Source: an optimization exercise on an open RTL-to-GDS flow (aim: a short achievable clock period and few clock cycles). Production flows keep margins and buffers that such runs may drop. In this exercise RTL edits were held to simulation tests only and were not proved equivalent to the original.

==> inputs of run a <==
## cpu
module cpu
(
    input logic         clk,
    input logic         rst,
    output logic [31:0] imem_addr,
    output logic [3:0]  imem_rmask,
    input logic [31:0]  imem_rdata,
    input logic         imem_resp,
    output logic [31:0] dmem_addr,
    output logic [3:0]  dmem_rmask,
    output logic [3:0]  dmem_wmask,
    input logic [31:0]  dmem_rdata,
    output logic [31:0] dmem_wdata,
    input logic         dmem_resp
);
export LEC_CHECK = 0
export CAP_MARGIN = 20
export CORE_MARGIN = 2
export CORE_UTILIZATION = 40
export SLEW_MARGIN = 20
create_clock -name core_clock -period 13.0 [get_ports {clk}]
run.sh (not shown) runs the stock make flow with config.mk's settings and CLKGATE_MAP_FILE= SYNTH_SCRIPT=/design/flow/synth_recipe.tcl, a recipe that flattens the netlist after the stock synthesis.
==> inputs of run b, as changes to run a <==
--- a/flow/design.v
+++ b/flow/design.v
@@ -13,11 +13,11 @@
     output logic [31:0] dmem_wdata,
     input logic         dmem_resp
 );
   localparam logic [31:0] RESET_PC = 32'haaaa_a000;
   logic        global_stall;
-  logic        redir_e, redir_m, redir;
+  logic        redir;
   logic [31:0] redir_tgt;
   logic [31:0] fpc;
   logic        can_issue, ibusy, ikill;
   logic [31:0] opc, opnpc;
   logic        optk;
@@ -30,22 +30,23 @@
   logic        btb_v   [16];
   logic [7:0]  btb_tag [16];
   logic [29:0] btb_tgt [16];
   logic [1:0]  btb_ctr [16];
   logic [31:0] rf [32];
-  logic        e_valid, e_redone;
+  logic        e_valid;
   logic [31:0] e_pc, e_a, e_b, e_sd, e_pre, e_tgt, e_pc4, e_pnpc;
   logic        e_fa_m, e_fa_w, e_fa_x, e_fb_m, e_fb_w, e_fb_x, e_fs_m, e_fs_w, e_fs_x;
   logic        e_add, e_sub, e_sll, e_srl, e_sra, e_slt, e_sltu, e_xor, e_or, e_and, e_pres;
   logic        e_br, e_jal, e_jalr, e_load, e_store, e_wr;
   logic [2:0]  e_f3;
   logic [4:0]  e_rd;
-  logic        e_ptk, e_tok;
+  logic        e_ptk;
   logic        m_valid, m_redone, m_upd;
   logic [31:0] m_res, m_addr, m_pnpc, m_pc, m_tgt, m_wdata;
   logic [3:0]  m_rmask, m_wmask;
-  logic        m_load, m_wr, m_jalr, m_ctrl, m_taken, m_isbr;
+  logic        m_load, m_wr, m_jalr, m_taken, m_isbr, m_mis;
+  logic [31:0] m_rtgt;
   logic [2:0]  m_f3;
   logic [4:0]  m_rd;
   logic        w_valid, w_load, w_wr;
   logic [31:0] w_res;
   logic [2:0]  w_f3;
@@ -86,11 +87,11 @@
       q_rptr    <= '0;
       q_wptr    <= '0;
       q_cnt     <= '0;
     end else begin
       ibusy     <= ibusy_n;
-      can_issue <= ({1'b0, q_cnt_n} + {3'b0, ibusy_n}) <= 4'd3;
+      can_issue <= redir | (({1'b0, q_cnt} + {3'b0, ipush} + {3'b0, ibusy_n}) <= 4'd3);
       if (redir)                 ikill <= ibusy_n;
       else if (iacc | imem_resp) ikill <= 1'b0;
       if (redir)     fpc <= redir_tgt;
       else if (iacc) fpc <= pnpc;
       q_cnt <= q_cnt_n;
@@ -170,15 +171,13 @@
                    (m_valid & m_load & m_wr & ((use1 & (m_rd == rs1)) | (use2 & (m_rd == rs2))));
   assign d_fire = d_valid & ~d_stall & ~global_stall & ~redir;
   always_ff @(posedge clk) begin
     if (rst) begin
       e_valid  <= 1'b0;
-      e_redone <= 1'b0;
     end else begin
-      if (redir_m)            e_valid <= 1'b0;
+      if (redir)              e_valid <= 1'b0;
       else if (!global_stall) e_valid <= d_fire;
-      e_redone <= global_stall & (redir_e | e_redone);
     end
   end
   always_ff @(posedge clk) begin
     if (!global_stall) begin
       e_pc   <= d_pc;
@@ -210,11 +209,10 @@
       e_store <= is_store;
       e_wr   <= d_wr;
       e_f3   <= f3;
       e_rd   <= rd;
       e_ptk  <= d_ptk;
-      e_tok  <= d_ptk & (d_pnpc == d_tgt);
     end
   end
   logic [31:0] fa, fb, fs;
   assign fa = ({32{e_fa_m}} & m_res) | ({32{e_fa_w}} & w_res) | ({32{e_fa_x}} & x_res) |
               ({32{~(e_fa_m | e_fa_w | e_fa_x)}} & e_a);
@@ -244,25 +242,28 @@
       3'b101:  taken = ~lt;
       3'b110:  taken = ltu;
       default: taken = ~ltu;
     endcase
   end
-  logic e_mis;
+  logic e_mis, e_tok;
   logic [31:0] e_rtgt;
+  assign e_tok = e_ptk & (e_pnpc == e_tgt);
   always_comb begin
     if (e_br) begin
       e_mis  = taken ? ~e_tok : e_ptk;
       e_rtgt = taken ? e_tgt : e_pc4;
     end else if (e_jal) begin
       e_mis  = ~e_tok;
       e_rtgt = e_tgt;
+    end else if (e_jalr) begin
+      e_mis  = 1'b0;
+      e_rtgt = {sum[31:1], 1'b0};
     end else begin
-      e_mis  = e_ptk & ~e_jalr;
+      e_mis  = e_ptk;
       e_rtgt = e_pc4;
     end
   end
-  assign redir_e = e_valid & ~e_redone & e_mis;
   logic [3:0] rmask_e, wmask_e;
   logic [31:0] wdata_e;
   always_comb begin
     case (e_f3[1:0])
       2'b00:   rmask_e = 4'b0001 << sum[1:0];
@@ -275,11 +276,11 @@
       2'b01:   wdata_e = {2{fs[15:0]}};
       default: wdata_e = fs;
     endcase
   end
   logic e_go;
-  assign e_go = e_valid & ~redir_m;
+  assign e_go = e_valid & ~redir;
   always_ff @(posedge clk) begin
     if (rst) begin
       m_valid  <= 1'b0;
       m_rmask  <= 4'b0;
       m_wmask  <= 4'b0;
@@ -290,11 +291,11 @@
         m_valid <= e_go;
         m_rmask <= (e_go & e_load) ? rmask_e : 4'b0;
         m_wmask <= (e_go & e_store) ? wmask_e : 4'b0;
       end
       m_upd    <= ~global_stall & e_go & (e_br | e_jal | e_jalr);
-      m_redone <= global_stall & (redir_m | m_redone);
+      m_redone <= global_stall & (redir | m_redone);
     end
   end
   always_ff @(posedge clk) begin
     if (!global_stall) begin
       m_res   <= res;
@@ -303,10 +304,12 @@
       m_pnpc  <= e_pnpc;
       m_pc    <= e_pc;
       m_tgt   <= e_jalr ? {sum[31:1], 1'b0} : e_tgt;
       m_taken <= e_jal | e_jalr | (e_br & taken);
       m_isbr  <= e_br;
+      m_mis   <= e_mis;
+      m_rtgt  <= e_rtgt;
       m_load  <= e_load;
       m_wr    <= e_wr;
       m_jalr  <= e_jalr;
       m_f3    <= e_f3;
       m_rd    <= e_rd;
@@ -324,13 +327,12 @@
   assign global_stall = stall_m | stall_w;
   always_ff @(posedge clk) begin
     if (rst) dbusy <= 1'b0;
     else     dbusy <= (m_req & dfree) | (dbusy & ~dmem_resp);
   end
-  assign redir_m = m_valid & ~m_redone & m_jalr & (m_tgt != m_pnpc);
-  assign redir     = redir_m | redir_e;
-  assign redir_tgt = redir_m ? m_tgt : e_rtgt;
+  assign redir     = m_valid & ~m_redone & (m_mis | (m_jalr & (m_rtgt[31:1] != m_pnpc[31:1])));
+  assign redir_tgt = m_rtgt;
   logic [3:0] uidx;
   logic       uhit;
   assign uidx = m_pc[5:2];
   assign uhit = btb_v[uidx] & (btb_tag[uidx] == m_pc[13:6]);
   always_ff @(posedge clk) begin
==> flow/flow/run.sh (new file) <==
#!/bin/bash
# The standard layout (standard synthesis, floorplan, placement, CTS, routing), with the
# timing repair steps asked to leave extra setup slack so that the layout runs faster than the
# clock period requires. The SDC (clock period, I/O delays, loads) is the design's, unchanged.
set -euo pipefail
export SETUP_SLACK_MARGIN=${REPAIR_MARGIN:-8.5}
export TNS_END_PERCENT=100
bash standard.sh > standard_flow.log 2>&1
==> flow/standard.sh (new file) <==
#!/bin/bash
# synth_recipe.tcl (not shown) runs the flow's synth.tcl, then flattens the netlist and writes it again
# the make line also repeats each setting of config.mk as NAME=value (left out here)
make -C /OpenROAD-flow-scripts/flow DESIGN_CONFIG=/design/flow/config.mk WORK_HOME=/design/flow/orfs CLKGATE_MAP_FILE= SYNTH_SCRIPT=/design/flow/synth_recipe.tcl "${@:-finish}"
==> flow/config.mk (replaced) <==
export PLATFORM = sky130hd
export DESIGN_NAME = cpu
export DESIGN_NICKNAME = cpu
export VERILOG_FILES = /design/flow/design.v
export SDC_FILE = /design/flow/constraint.sdc
export NUM_CORES = 4
export LEC_CHECK = 0
export ABC_CLOCK_PERIOD_IN_PS = 3000
export CAP_MARGIN = 20
export CORE_MARGIN = 2
export CORE_UTILIZATION = 40
export SLEW_MARGIN = 20
removed: flow/run.sh
==> flow_metrics.env <==
export IMPL_antenna_found_initial=52
export IMPL_sink_count=2739
export IMPL_achievable_frequency_mhz=132
export IMPL_status="timing/DRC/antenna clean"
-- figures above: run a

==> flow_metrics.env <==
export IMPL_final_critical_path_share_of_the_clock_period=0.360
export IMPL_sink_count=2767
export IMPL_clock_insertion_delay_worst_skew_ns=0.95
export IMPL_largestRegisters="rf x1024, btb_tgt x480"
export IMPL_antenna_found_initial=62
export IMPL_status="timing/DRC/antenna clean"
export IMPL_grt_pass1_vias=85300
export IMPL_achievable_frequency_mhz=214
-- figures above: run b

Testbench counts of run a, summed over its fixed seeds: cycles 64,227.
Testbench counts of run b, summed over its fixed seeds: cycles 65,921.

========
==> harbor <==
cpu, a different RTL version from the one above (not shown whole).
==> flow/design.v (excerpt) <==
module cpu
(
    input logic         clk,
    input logic         rst,
    output logic [31:0] imem_addr,
    output logic [3:0]  imem_rmask,
    input logic [31:0]  imem_rdata,
    input logic         imem_resp,
    output logic [31:0] dmem_addr,
    output logic [3:0]  dmem_rmask,
    output logic [3:0]  dmem_wmask,
    input logic [31:0]  dmem_rdata,
    output logic [31:0] dmem_wdata,
    input logic         dmem_resp
);
export LEC_CHECK = 0
export ABC_CLOCK_PERIOD_IN_PS = 3000
export CAP_MARGIN = 20
export CORE_MARGIN = 2
export CORE_UTILIZATION = 40
export SLEW_MARGIN = 20
create_clock -name core_clock -period 13.0 [get_ports {clk}]
standard.sh (not shown) runs the stock make flow with config.mk's settings and CLKGATE_MAP_FILE= SYNTH_SCRIPT=/design/flow/synth_recipe.tcl, a recipe that flattens the netlist after the stock synthesis.
==> flow/flow/run.sh <==
#!/bin/bash
# The standard layout (standard synthesis, floorplan, placement, CTS, routing), with
#  - the timing repair steps asked to leave extra setup slack, so that the layout runs faster
#    than the clock period requires;
#  - port buffers of a plain buffer cell (buf_4) rather than the delay cell buffer_ports picks.
# The SDC (clock period, I/O delays, loads) is the design's, unchanged.
set -euo pipefail
export SETUP_SLACK_MARGIN=${REPAIR_MARGIN:-9.5}
export TNS_END_PERCENT=100
export BUFFER_PORTS_ARGS="-buffer_cell sky130_fd_sc_hd__buf_4"
bash standard.sh > standard_flow.log 2>&1
==> inputs of zinc, as changes to harbor <==
--- a/flow/design.v
+++ b/flow/design.v
@@ -64,19 +64,14 @@
   logic [2:0]  w_f3;
   logic [1:0]  w_off;
   logic [4:0]  w_rd;
   logic        x_valid, x_wr;
   logic [31:0] x_res;
   logic [4:0]  x_rd;
   logic        dbusy;
-  logic        p_valid, p_ready, p_wr;
-  logic [4:0]  p_rd;
-  logic [2:0]  p_f3;
-  logic [1:0]  p_off;
-  logic [31:0] p_data;
   assign imem_addr  = fpc;
   assign imem_rmask = can_issue ? 4'hf : 4'h0;
   logic        ifree, iacc, ipush;
   assign ifree = ~ibusy | imem_resp;
   assign iacc  = can_issue & ifree;
   assign ipush = imem_resp & ibusy & ~ikill;
   logic [BI-1:0] bidx;
@@ -197,47 +192,26 @@
   logic [31:0] d_imm, d_pre;
   logic        is_ret;
   assign is_ret = is_jalr & (rd == 5'd0) & (d_inst[31:20] == 12'd0);
   assign d_imm = is_store ? imm_s : imm_i;
   assign d_tgt = d_pc + (d_inst[3] ? imm_j : imm_b);
   assign d_pc4 = d_pc + 32'd4;
   assign d_pre = is_lui ? imm_u : is_auipc ? {d_pc[31:12] + d_inst[31:12], d_pc[11:0]} : d_pc4;
-  logic [31:0] pshift, pdata_n;
-  assign pshift = dmem_rdata >> {p_off, 3'b000};
-  always_comb begin
-    case (p_f3)
-      3'b000:  pdata_n = {{24{pshift[7]}}, pshift[7:0]};
-      3'b001:  pdata_n = {{16{pshift[15]}}, pshift[15:0]};
-      3'b100:  pdata_n = {24'b0, pshift[7:0]};
-      3'b101:  pdata_n = {16'b0, pshift[15:0]};
-      default: pdata_n = dmem_rdata;
-    endcase
-  end
   logic [31:0] rv1, rv2;
-  logic [31:0] pv;
-  logic        p_byp;
-  assign pv    = p_ready ? p_data : pdata_n;
-  assign p_byp = p_valid & p_wr;
-  assign rv1 = (x_valid & x_wr & (x_rd == rs1)) ? x_res :
-               (p_byp & (p_rd == rs1)) ? pv : (rf[rs1] & {32{rf_v[rs1]}});
-  assign rv2 = (x_valid & x_wr & (x_rd == rs2)) ? x_res :
-               (p_byp & (p_rd == rs2)) ? pv : (rf[rs2] & {32{rf_v[rs2]}});
+  assign rv1 = (x_valid & x_wr & (x_rd == rs1)) ? x_res : (rf[rs1] & {32{rf_v[rs1]}});
+  assign rv2 = (x_valid & x_wr & (x_rd == rs2)) ? x_res : (rf[rs2] & {32{rf_v[rs2]}});
   logic s1m, s1w, s1x, s2m, s2w, s2x;
   assign s1m = use1 & e_valid & e_wr & (e_rd == rs1);
   assign s1w = use1 & ~s1m & m_valid & m_wr & (m_rd == rs1);
   assign s1x = use1 & ~s1m & ~s1w & w_valid & w_wr & (w_rd == rs1);
   assign s2m = use2 & e_valid & e_wr & (e_rd == rs2);
   assign s2w = use2 & ~s2m & m_valid & m_wr & (m_rd == rs2);
   assign s2x = use2 & ~s2m & ~s2w & w_valid & w_wr & (w_rd == rs2);
   assign d_stall = (e_valid & e_load & e_wr & ((use1 & (e_rd == rs1)) | (use2 & (e_rd == rs2)))) |
-                   (m_valid & m_load & m_wr & ((use1 & (m_rd == rs1)) | (use2 & (m_rd == rs2)))) |
-                   (w_valid & w_load & w_wr & ~dmem_resp &
-                    ((use1 & (w_rd == rs1)) | (use2 & (w_rd == rs2)))) |
-                   (p_valid & p_wr & ~p_ready & ~dmem_resp &
-                    ((use1 & (p_rd == rs1)) | (use2 & (p_rd == rs2))));
+                   (m_valid & m_load & m_wr & ((use1 & (m_rd == rs1)) | (use2 & (m_rd == rs2))));
   assign d_fire = dv & ~d_stall & ~global_stall & ~redir;
   logic br_guess;
   always_comb begin
     if (d_inst[31])       br_guess = 1'b1;
     else if (rs1 == rs2)  br_guess = (f3 == 3'b000) | (f3 == 3'b101) | (f3 == 3'b111);
     else                  br_guess = 1'b0;
   end
@@ -251,81 +225,50 @@
       if (redir)              e_valid <= 1'b0;
       else if (!global_stall) e_valid <= d_fire;
     end
   end
   always_ff @(posedge clk) begin
     if (!global_stall) begin
       e_pc   <= d_pc;
+      e_a    <= rv1;
+      e_b    <= alu_rr ? rv2 : d_imm;
+      e_sd   <= rv2;
       e_pre  <= d_pre;
       e_tgt  <= d_tgt;
       e_pc4  <= d_pc4;
       e_pnpc <= dpred ? dtgt : d_pnpc;
+      e_fa_m <= s1m; e_fa_w <= s1w; e_fa_x <= s1x;
+      e_fb_m <= s2m & alu_rr; e_fb_w <= s2w & alu_rr; e_fb_x <= s2x & alu_rr;
+      e_fs_m <= s2m; e_fs_w <= s2w; e_fs_x <= s2x;
+      e_fa_r <= ~(s1m | s1w | s1x);
+      e_fb_r <= ~((s2m | s2w | s2x) & alu_rr);
+      e_fs_r <= ~(s2m | s2w | s2x);
+      e_add  <= ((is_opimm | is_op) & (f3 == 3'd0) & ~(is_op & d_inst[30])) | is_load | is_store;
+      e_sub  <= is_op & (f3 == 3'd0) & d_inst[30];
+      e_sll  <= (is_opimm | is_op) & (f3 == 3'd1);
+      e_slt  <= (is_opimm | is_op) & (f3 == 3'd2);
+      e_sltu <= (is_opimm | is_op) & (f3 == 3'd3);
+      e_xor  <= (is_opimm | is_op) & (f3 == 3'd4);
+      e_srl  <= (is_opimm | is_op) & (f3 == 3'd5) & ~d_inst[30];
+      e_sra  <= (is_opimm | is_op) & (f3 == 3'd5) & d_inst[30];
+      e_or   <= (is_opimm | is_op) & (f3 == 3'd6);
+      e_and  <= (is_opimm | is_op) & (f3 == 3'd7);
+      e_pres <= is_lui | is_auipc | is_jal | is_jalr;
       e_br   <= is_br;
       e_jal  <= is_jal;
       e_jalr <= is_jalr;
       e_ret  <= is_ret;
       e_load <= is_load;
       e_store <= is_store;
       e_wr   <= d_wr;
       e_f3   <= f3;
       e_rd   <= rd;
       e_ptk  <= d_ptk | dpred;
     end
   end
-  always_ff @(posedge clk) begin
-    if (rst) begin
-      e_a <= '0;
-      e_b <= '0;
-      e_sd <= '0;
-      e_fa_m <= '0;
-      e_fa_w <= '0;
-      e_fa_x <= '0;
-      e_fb_m <= '0;
-      e_fb_w <= '0;
-      e_fb_x <= '0;
-      e_fs_m <= '0;
-      e_fs_w <= '0;
-      e_fs_x <= '0;
-      e_fa_r <= '0;
-      e_fb_r <= '0;
-      e_fs_r <= '0;
-      e_add <= '0;
-      e_sub <= '0;
-      e_sll <= '0;
-      e_slt <= '0;
-      e_sltu <= '0;
-      e_xor <= '0;
-      e_srl <= '0;
-      e_sra <= '0;
-      e_or <= '0;
-      e_and <= '0;
-      e_pres <= '0;
-    end else if (!global_stall) begin
-        e_a    <= rv1;
-        e_b    <= alu_rr ? rv2 : d_imm;
-        e_sd   <= rv2;
-        e_fa_m <= s1m; e_fa_w <= s1w; e_fa_x <= s1x;
-        e_fb_m <= s2m & alu_rr; e_fb_w <= s2w & alu_rr; e_fb_x <= s2x & alu_rr;
-        e_fs_m <= s2m; e_fs_w <= s2w; e_fs_x <= s2x;
-        e_fa_r <= ~(s1m | s1w | s1x);
-        e_fb_r <= ~((s2m | s2w | s2x) & alu_rr);
-        e_fs_r <= ~(s2m | s2w | s2x);
-        e_add  <= ((is_opimm | is_op) & (f3 == 3'd0) & ~(is_op & d_inst[30])) | is_load | is_store;
-        e_sub  <= is_op & (f3 == 3'd0) & d_inst[30];
-        e_sll  <= (is_opimm | is_op) & (f3 == 3'd1);
-        e_slt  <= (is_opimm | is_op) & (f3 == 3'd2);
-        e_sltu <= (is_opimm | is_op) & (f3 == 3'd3);
-        e_xor  <= (is_opimm | is_op) & (f3 == 3'd4);
-        e_srl  <= (is_opimm | is_op) & (f3 == 3'd5) & ~d_inst[30];
-        e_sra  <= (is_opimm | is_op) & (f3 == 3'd5) & d_inst[30];
-        e_or   <= (is_opimm | is_op) & (f3 == 3'd6);
-        e_and  <= (is_opimm | is_op) & (f3 == 3'd7);
-        e_pres <= is_lui | is_auipc | is_jal | is_jalr;
-    end
-  end
   logic [31:0] fa, fb, fs;
   assign fa = ({32{e_fa_m}} & m_res) | ({32{e_fa_w}} & w_res) | ({32{e_fa_x}} & x_res) |
               ({32{e_fa_r}} & e_a);
   assign fb = ({32{e_fb_m}} & m_res) | ({32{e_fb_w}} & w_res) | ({32{e_fb_x}} & x_res) |
               ({32{e_fb_r}} & e_b);
   assign fs = ({32{e_fs_m}} & m_res) | ({32{e_fs_w}} & w_res) | ({32{e_fs_x}} & x_res) |
               ({32{e_fs_r}} & e_sd);
@@ -410,17 +353,15 @@
   assign dmem_rmask = m_rmask;
   assign dmem_wmask = m_wmask;
   assign dmem_wdata = m_wdata;
   logic m_req, dfree, stall_m, stall_w;
   assign m_req   = (m_rmask != 4'b0) | (m_wmask != 4'b0);
   assign dfree   = ~dbusy | dmem_resp;
   assign stall_m = m_req & ~dfree;
-  logic w_late;    
-  assign w_late  = w_valid & w_load & ~dmem_resp;
-  assign stall_w = w_late & p_valid & ~p_ready;
+  assign stall_w = w_valid & w_load & ~dmem_resp;
   assign global_stall = stall_m | stall_w;
   always_ff @(posedge clk) begin
     if (rst) dbusy <= 1'b0;
     else     dbusy <= (m_req & dfree) | (dbusy & ~dmem_resp);
   end
   logic m_brt, m_mis;
   always_comb begin
@@ -498,55 +439,28 @@
       default: ldata = dmem_rdata;
     endcase
   end
   always_ff @(posedge clk) begin
     if (rst) begin
       x_valid <= 1'b0;
     end else if (!global_stall) begin
-      x_valid <= w_valid & ~w_late;
-    end
-  end
-  always_ff @(posedge clk) begin
-    if (rst) begin
-      p_valid <= 1'b0;
-      p_ready <= 1'b0;
-      p_wr    <= 1'b0;
-    end else begin
-      if (w_late & ~stall_w) begin
-        p_valid <= 1'b1;
-        p_ready <= 1'b0;
-        p_wr    <= w_wr;
-        p_rd    <= w_rd;
-        p_f3    <= w_f3;
-        p_off   <= w_off;
-      end else if (p_valid & p_ready) begin
-        p_valid <= 1'b0;
-        p_ready <= 1'b0;
-      end else if (p_valid & dmem_resp) begin
-        p_ready <= 1'b1;
-        p_data  <= pdata_n;
-        if (x_valid & x_wr & (x_rd == p_rd)) p_wr <= 1'b0;
-      end else if (p_valid & x_valid & x_wr & (x_rd == p_rd)) begin
-        p_wr <= 1'b0;
-      end
+      x_valid <= w_valid;
     end
   end
   always_ff @(posedge clk) begin
     if (!global_stall) begin
       x_res <= w_load ? ldata : w_res;
       x_wr  <= w_wr;
       x_rd  <= w_rd;
     end
   end
   always_ff @(posedge clk) begin
     if (rst) begin
       rf_v <= 32'b0;
-    end else begin
-      if (p_valid & p_ready & p_wr) rf_v[p_rd] <= 1'b1;
-      if (x_valid & x_wr)           rf_v[x_rd] <= 1'b1;
+    end else if (x_valid & x_wr) begin
+      rf_v[x_rd] <= 1'b1;
     end
   end
   always_ff @(posedge clk) begin
-    if (p_valid & p_ready & p_wr) rf[p_rd] <= p_data;
-    if (x_valid & x_wr)           rf[x_rd] <= x_res;
+    if (x_valid & x_wr) rf[x_rd] <= x_res;
   end
 endmodule
==> inputs of delta, as changes to harbor <==
--- a/flow/design.v
+++ b/flow/design.v
@@ -1,7 +1,39 @@
+module add32
+(
+  input  logic [31:0] a,
+  input  logic [31:0] b,
+  input  logic        cin,
+  output logic [31:0] s,
+  output logic        cout
+);
+  logic [31:0] g [6];
+  logic [31:0] p [6];
+  logic [32:0] c;
+  assign g[0] = a & b;
+  assign p[0] = a ^ b;
+  genvar l, i;
+  generate
+    for (l = 1; l < 6; l++) begin : lvl
+      for (i = 0; i < 32; i++) begin : bit_
+        if (i >= (1 << (l - 1))) begin : op
+          assign g[l][i] = g[l-1][i] | (p[l-1][i] & g[l-1][i - (1 << (l - 1))]);
+          assign p[l][i] = p[l-1][i] & p[l-1][i - (1 << (l - 1))];
+        end else begin : pass
+          assign g[l][i] = g[l-1][i];
+          assign p[l][i] = p[l-1][i];
+        end
+      end
+    end
+  endgenerate
+  assign c[0]    = cin;
+  assign c[32:1] = g[5] | (p[5] & {32{cin}});
+  assign s       = p[0] ^ c[31:0];
+  assign cout    = c[32];
+endmodule
 module cpu
 (
     input logic         clk,
     input logic         rst,
     output logic [31:0] imem_addr,
     output logic [3:0]  imem_rmask,
     input logic [31:0]  imem_rdata,
@@ -38,16 +70,15 @@
   logic [7:0]  btb_tag [NB];
   logic [13:0] btb_tgt [NB];    
   logic [1:0]  btb_ctr [NB];
   logic [31:0] rf [32];
   logic [31:0] rf_v;       
   logic        e_valid;
   logic [31:0] e_pc, e_a, e_b, e_sd, e_pre, e_tgt, e_pc4, e_pnpc;
-  logic        e_fa_m, e_fa_w, e_fa_x, e_fb_m, e_fb_w, e_fb_x, e_fs_m, e_fs_w, e_fs_x;
-  logic        e_fa_r, e_fb_r, e_fs_r;
+  logic        e_fa_m, e_fb_m, e_fs_m;    
   logic        e_add, e_sub, e_sll, e_srl, e_sra, e_slt, e_sltu, e_xor, e_or, e_and, e_pres;
   logic        e_br, e_jal, e_jalr, e_ret, e_load, e_store, e_wr;
   logic [2:0]  e_f3;
   logic [4:0]  e_rd;
   logic        e_ptk;
   logic        m_valid, m_redone, m_upd;
   logic [31:0] m_res, m_addr, m_pnpc, m_pc, m_tgt, m_wdata;
@@ -69,15 +100,16 @@
   logic [4:0]  x_rd;
   logic        dbusy;
   logic        p_valid, p_ready, p_wr;
   logic [4:0]  p_rd;
   logic [2:0]  p_f3;
   logic [1:0]  p_off;
   logic [31:0] p_data;
-  assign imem_addr  = fpc;
+  logic [31:0] fpc_o;
+  assign imem_addr  = fpc_o;
   assign imem_rmask = can_issue ? 4'hf : 4'h0;
   logic        ifree, iacc, ipush;
   assign ifree = ~ibusy | imem_resp;
   assign iacc  = can_issue & ifree;
   assign ipush = imem_resp & ibusy & ~ikill;
   logic [BI-1:0] bidx;
   logic        bhit, bptk;
@@ -108,14 +140,15 @@
   assign d_from_q  = d_take & (q_cnt != 4'd0);
   assign d_from_in = d_take & (q_cnt == 4'd0) & ipush;
   assign qpop  = d_from_q;
   assign qpush = ipush & ~d_from_in;
   always_ff @(posedge clk) begin
     if (rst) begin
       fpc       <= RESET_PC;
+      fpc_o     <= RESET_PC;
       can_issue <= 1'b1;
       ibusy     <= 1'b0;
       ikill     <= 1'b0;
       q_rptr    <= '0;
       q_wptr    <= '0;
       q_cnt     <= '0;
       dv        <= 1'b0;
@@ -125,14 +158,18 @@
       ibusy     <= ibusy_n;
       can_issue <= flush | (({1'b0, q_cnt} + {4'b0, dv} + {4'b0, ipush} + {4'b0, ibusy_n}) <= 5'd8);
       if (flush)                 ikill <= ibusy_n;
       else if (iacc | imem_resp) ikill <= 1'b0;
       if (redir)       fpc <= redir_tgt;
       else if (dredir) fpc <= dtgt;
       else if (iacc)   fpc <= pnpc;
+      if (redir)       fpc_o <= redir_tgt;
+      else if (dredir) fpc_o <= dtgt;
+      else if (iacc)   fpc_o <= pnpc;
+      else             fpc_o <= fpc;
       if (flush) begin
         q_cnt  <= '0;
         q_rptr <= q_wptr;
       end else begin
         if (qpush & ~qpop)      q_cnt <= q_cnt_inc;
         else if (qpop & ~qpush) q_cnt <= q_cnt_dec;
         if (qpush) q_wptr <= q_wptr + 3'd1;
@@ -208,14 +245,25 @@
       3'b000:  pdata_n = {{24{pshift[7]}}, pshift[7:0]};
       3'b001:  pdata_n = {{16{pshift[15]}}, pshift[15:0]};
       3'b100:  pdata_n = {24'b0, pshift[7:0]};
       3'b101:  pdata_n = {16'b0, pshift[15:0]};
       default: pdata_n = dmem_rdata;
     endcase
   end
+  logic [31:0] lshift, ldata;
+  assign lshift = dmem_rdata >> {w_off, 3'b000};
+  always_comb begin
+    case (w_f3)
+      3'b000:  ldata = {{24{lshift[7]}}, lshift[7:0]};
+      3'b001:  ldata = {{16{lshift[15]}}, lshift[15:0]};
+      3'b100:  ldata = {24'b0, lshift[7:0]};
+      3'b101:  ldata = {16'b0, lshift[15:0]};
+      default: ldata = dmem_rdata;
+    endcase
+  end
   logic [31:0] rv1, rv2;
   logic [31:0] pv;
   logic        p_byp;
   assign pv    = p_ready ? p_data : pdata_n;
   assign p_byp = p_valid & p_wr;
   assign rv1 = (x_valid & x_wr & (x_rd == rs1)) ? x_res :
                (p_byp & (p_rd == rs1)) ? pv : (rf[rs1] & {32{rf_v[rs1]}});
@@ -224,14 +272,18 @@
   logic s1m, s1w, s1x, s2m, s2w, s2x;
   assign s1m = use1 & e_valid & e_wr & (e_rd == rs1);
   assign s1w = use1 & ~s1m & m_valid & m_wr & (m_rd == rs1);
   assign s1x = use1 & ~s1m & ~s1w & w_valid & w_wr & (w_rd == rs1);
   assign s2m = use2 & e_valid & e_wr & (e_rd == rs2);
   assign s2w = use2 & ~s2m & m_valid & m_wr & (m_rd == rs2);
   assign s2x = use2 & ~s2m & ~s2w & w_valid & w_wr & (w_rd == rs2);
+  logic [31:0] wv, op1, op2;
+  assign wv  = w_load ? ldata : w_res;
+  assign op1 = s1w ? m_res : s1x ? wv : rv1;
+  assign op2 = s2w ? m_res : s2x ? wv : rv2;
   assign d_stall = (e_valid & e_load & e_wr & ((use1 & (e_rd == rs1)) | (use2 & (e_rd == rs2)))) |
                    (m_valid & m_load & m_wr & ((use1 & (m_rd == rs1)) | (use2 & (m_rd == rs2)))) |
                    (w_valid & w_load & w_wr & ~dmem_resp &
                     ((use1 & (w_rd == rs1)) | (use2 & (w_rd == rs2)))) |
                    (p_valid & p_wr & ~p_ready & ~dmem_resp &
                     ((use1 & (p_rd == rs1)) | (use2 & (p_rd == rs2))));
   assign d_fire = dv & ~d_stall & ~global_stall & ~redir;
@@ -273,74 +325,60 @@
   end
   always_ff @(posedge clk) begin
     if (rst) begin
       e_a <= '0;
       e_b <= '0;
       e_sd <= '0;
       e_fa_m <= '0;
-      e_fa_w <= '0;
-      e_fa_x <= '0;
       e_fb_m <= '0;
-      e_fb_w <= '0;
-      e_fb_x <= '0;
       e_fs_m <= '0;
-      e_fs_w <= '0;
-      e_fs_x <= '0;
-      e_fa_r <= '0;
-      e_fb_r <= '0;
-      e_fs_r <= '0;
       e_add <= '0;
       e_sub <= '0;
       e_sll <= '0;
       e_slt <= '0;
       e_sltu <= '0;
       e_xor <= '0;
       e_srl <= '0;
       e_sra <= '0;
       e_or <= '0;
       e_and <= '0;
       e_pres <= '0;
     end else if (!global_stall) begin
-        e_a    <= rv1;
-        e_b    <= alu_rr ? rv2 : d_imm;
-        e_sd   <= rv2;
-        e_fa_m <= s1m; e_fa_w <= s1w; e_fa_x <= s1x;
-        e_fb_m <= s2m & alu_rr; e_fb_w <= s2w & alu_rr; e_fb_x <= s2x & alu_rr;
-        e_fs_m <= s2m; e_fs_w <= s2w; e_fs_x <= s2x;
-        e_fa_r <= ~(s1m | s1w | s1x);
-        e_fb_r <= ~((s2m | s2w | s2x) & alu_rr);
-        e_fs_r <= ~(s2m | s2w | s2x);
+        e_a    <= op1;
+        e_b    <= alu_rr ? op2 : d_imm;
+        e_sd   <= op2;
+        e_fa_m <= s1m;
+        e_fb_m <= s2m & alu_rr;
+        e_fs_m <= s2m;
         e_add  <= ((is_opimm | is_op) & (f3 == 3'd0) & ~(is_op & d_inst[30])) | is_load | is_store;
         e_sub  <= is_op & (f3 == 3'd0) & d_inst[30];
         e_sll  <= (is_opimm | is_op) & (f3 == 3'd1);
         e_slt  <= (is_opimm | is_op) & (f3 == 3'd2);
         e_sltu <= (is_opimm | is_op) & (f3 == 3'd3);
         e_xor  <= (is_opimm | is_op) & (f3 == 3'd4);
         e_srl  <= (is_opimm | is_op) & (f3 == 3'd5) & ~d_inst[30];
         e_sra  <= (is_opimm | is_op) & (f3 == 3'd5) & d_inst[30];
         e_or   <= (is_opimm | is_op) & (f3 == 3'd6);
         e_and  <= (is_opimm | is_op) & (f3 == 3'd7);
         e_pres <= is_lui | is_auipc | is_jal | is_jalr;
     end
   end
   logic [31:0] fa, fb, fs;
-  assign fa = ({32{e_fa_m}} & m_res) | ({32{e_fa_w}} & w_res) | ({32{e_fa_x}} & x_res) |
-              ({32{e_fa_r}} & e_a);
-  assign fb = ({32{e_fb_m}} & m_res) | ({32{e_fb_w}} & w_res) | ({32{e_fb_x}} & x_res) |
-              ({32{e_fb_r}} & e_b);
-  assign fs = ({32{e_fs_m}} & m_res) | ({32{e_fs_w}} & w_res) | ({32{e_fs_x}} & x_res) |
-              ({32{e_fs_r}} & e_sd);
+  assign fa = e_fa_m ? m_res : e_a;
+  assign fb = e_fb_m ? m_res : e_b;
+  assign fs = e_fs_m ? m_res : e_sd;
   logic [31:0] sum, dif, shl, shr, res;
   logic        lt, ltu, eq;
-  assign sum = fa + fb;
-  assign dif = fa - fb;
+  logic        sum_co, dif_co;
+  add32 add_i (.a(fa), .b(fb),  .cin(1'b0), .s(sum), .cout(sum_co));
+  add32 sub_i (.a(fa), .b(~fb), .cin(1'b1), .s(dif), .cout(dif_co));
   assign shl = fa << fb[4:0];
   assign shr = 32'(signed'({e_sra & fa[31], fa}) >>> fb[4:0]);
-  assign lt  = signed'(fa) < signed'(fb);
-  assign ltu = fa < fb;
+  assign ltu = ~dif_co;
+  assign lt  = (fa[31] ^ fb[31]) ? fa[31] : ltu;
   assign eq  = fa == fb;
   assign res = ({32{e_add}} & sum) | ({32{e_sub}} & dif) | ({32{e_sll}} & shl) |
                ({32{e_srl | e_sra}} & shr) | ({32{e_xor}} & (fa ^ fb)) |
                ({32{e_or}} & (fa | fb)) | ({32{e_and}} & (fa & fb)) |
                {31'b0, (e_slt & lt) | (e_sltu & ltu)} | ({32{e_pres}} & e_pre);
   logic e_tok;
   assign e_tok = e_ptk & (e_pnpc == e_tgt);
@@ -483,25 +521,14 @@
       w_load <= m_rmask != 4'b0;
       w_wr   <= m_wr;
       w_f3   <= m_f3;
       w_off  <= m_addr[1:0];
       w_rd   <= m_rd;
     end
   end
-  logic [31:0] lshift, ldata;
-  assign lshift = dmem_rdata >> {w_off, 3'b000};
-  always_comb begin
-    case (w_f3)
-      3'b000:  ldata = {{24{lshift[7]}}, lshift[7:0]};
-      3'b001:  ldata = {{16{lshift[15]}}, lshift[15:0]};
-      3'b100:  ldata = {24'b0, lshift[7:0]};
-      3'b101:  ldata = {16'b0, lshift[15:0]};
-      default: ldata = dmem_rdata;
-    endcase
-  end
   always_ff @(posedge clk) begin
     if (rst) begin
       x_valid <= 1'b0;
     end else if (!global_stall) begin
       x_valid <= w_valid & ~w_late;
     end
   end
==> summary.txt <==
delta finished with timing, DRC and antenna clean. zinc went through all stages and came out clean. harbor ran to the end with no violations. Clock skew: zinc > harbor > delta. Between zinc and delta, the lower via count is in zinc (gap 16%, measured against delta). In zinc the global-route usage is lower than in harbor, by 3.6 points. The highest wire length belongs to harbor, the lowest to zinc.
Testbench counts of harbor, summed over its fixed seeds: cycles 61,982.
Testbench counts of zinc, summed over its fixed seeds: cycles 62,198.
Testbench counts of delta, summed over its fixed seeds: cycles 61,982.

==> separate check: timing with driven ports <==
In the flow no input, the clock included, has a driving cell. The finished layouts below were timed again as built, in two steps.
Step 1, drivers: a clkbuf_16 drives clk and a buf_2 each remaining input, both assumed.
Step 2, shift: input delay + t, output delay - t, t = (earliest + latest rising clock arrival at the registers) / 2. This alone moves slack from input paths to output paths.
a / b / c = no drivers / after step 1 / after step 2; a / b = the first two.
| run | shift t [ns] | setup slack, ns | worst hold slack (ns) | clock arrival spread, ns | pins driven straight from the clock port |
|---|---|---|---|---|---|
| run a | 0.998 | 5.423 / 5.423 / 5.423 | 0.408 / 0.408 / 0.408 | 0.092 / 0.092 | 1 |
| run b | 1.003 | 8.322 / 8.322 / 7.697 | 0.419 / 0.419 / 0.419 | 0.092 / 0.092 | 1 |
| harbor | 1.122 | 8.711 / 8.533 / 7.412 | 0.411 / 0.411 / 0.411 | 0.104 / 0.103 | 1 |
| zinc | 1.052 | 8.823 / 8.714 / 8.019 | 0.387 / 0.387 / 0.387 | 0.142 / 0.142 | 1 |
| delta | 1.131 | 8.736 / 8.657 / 7.585 | 0.411 / 0.411 / 0.411 | 0.086 / 0.086 | 1 |
After both steps setup and hold are still met in every run listed. For harbor, which loses most, drivers alone change the setup slack by -0.178 ns; drivers and shift together by -1.299 ns.
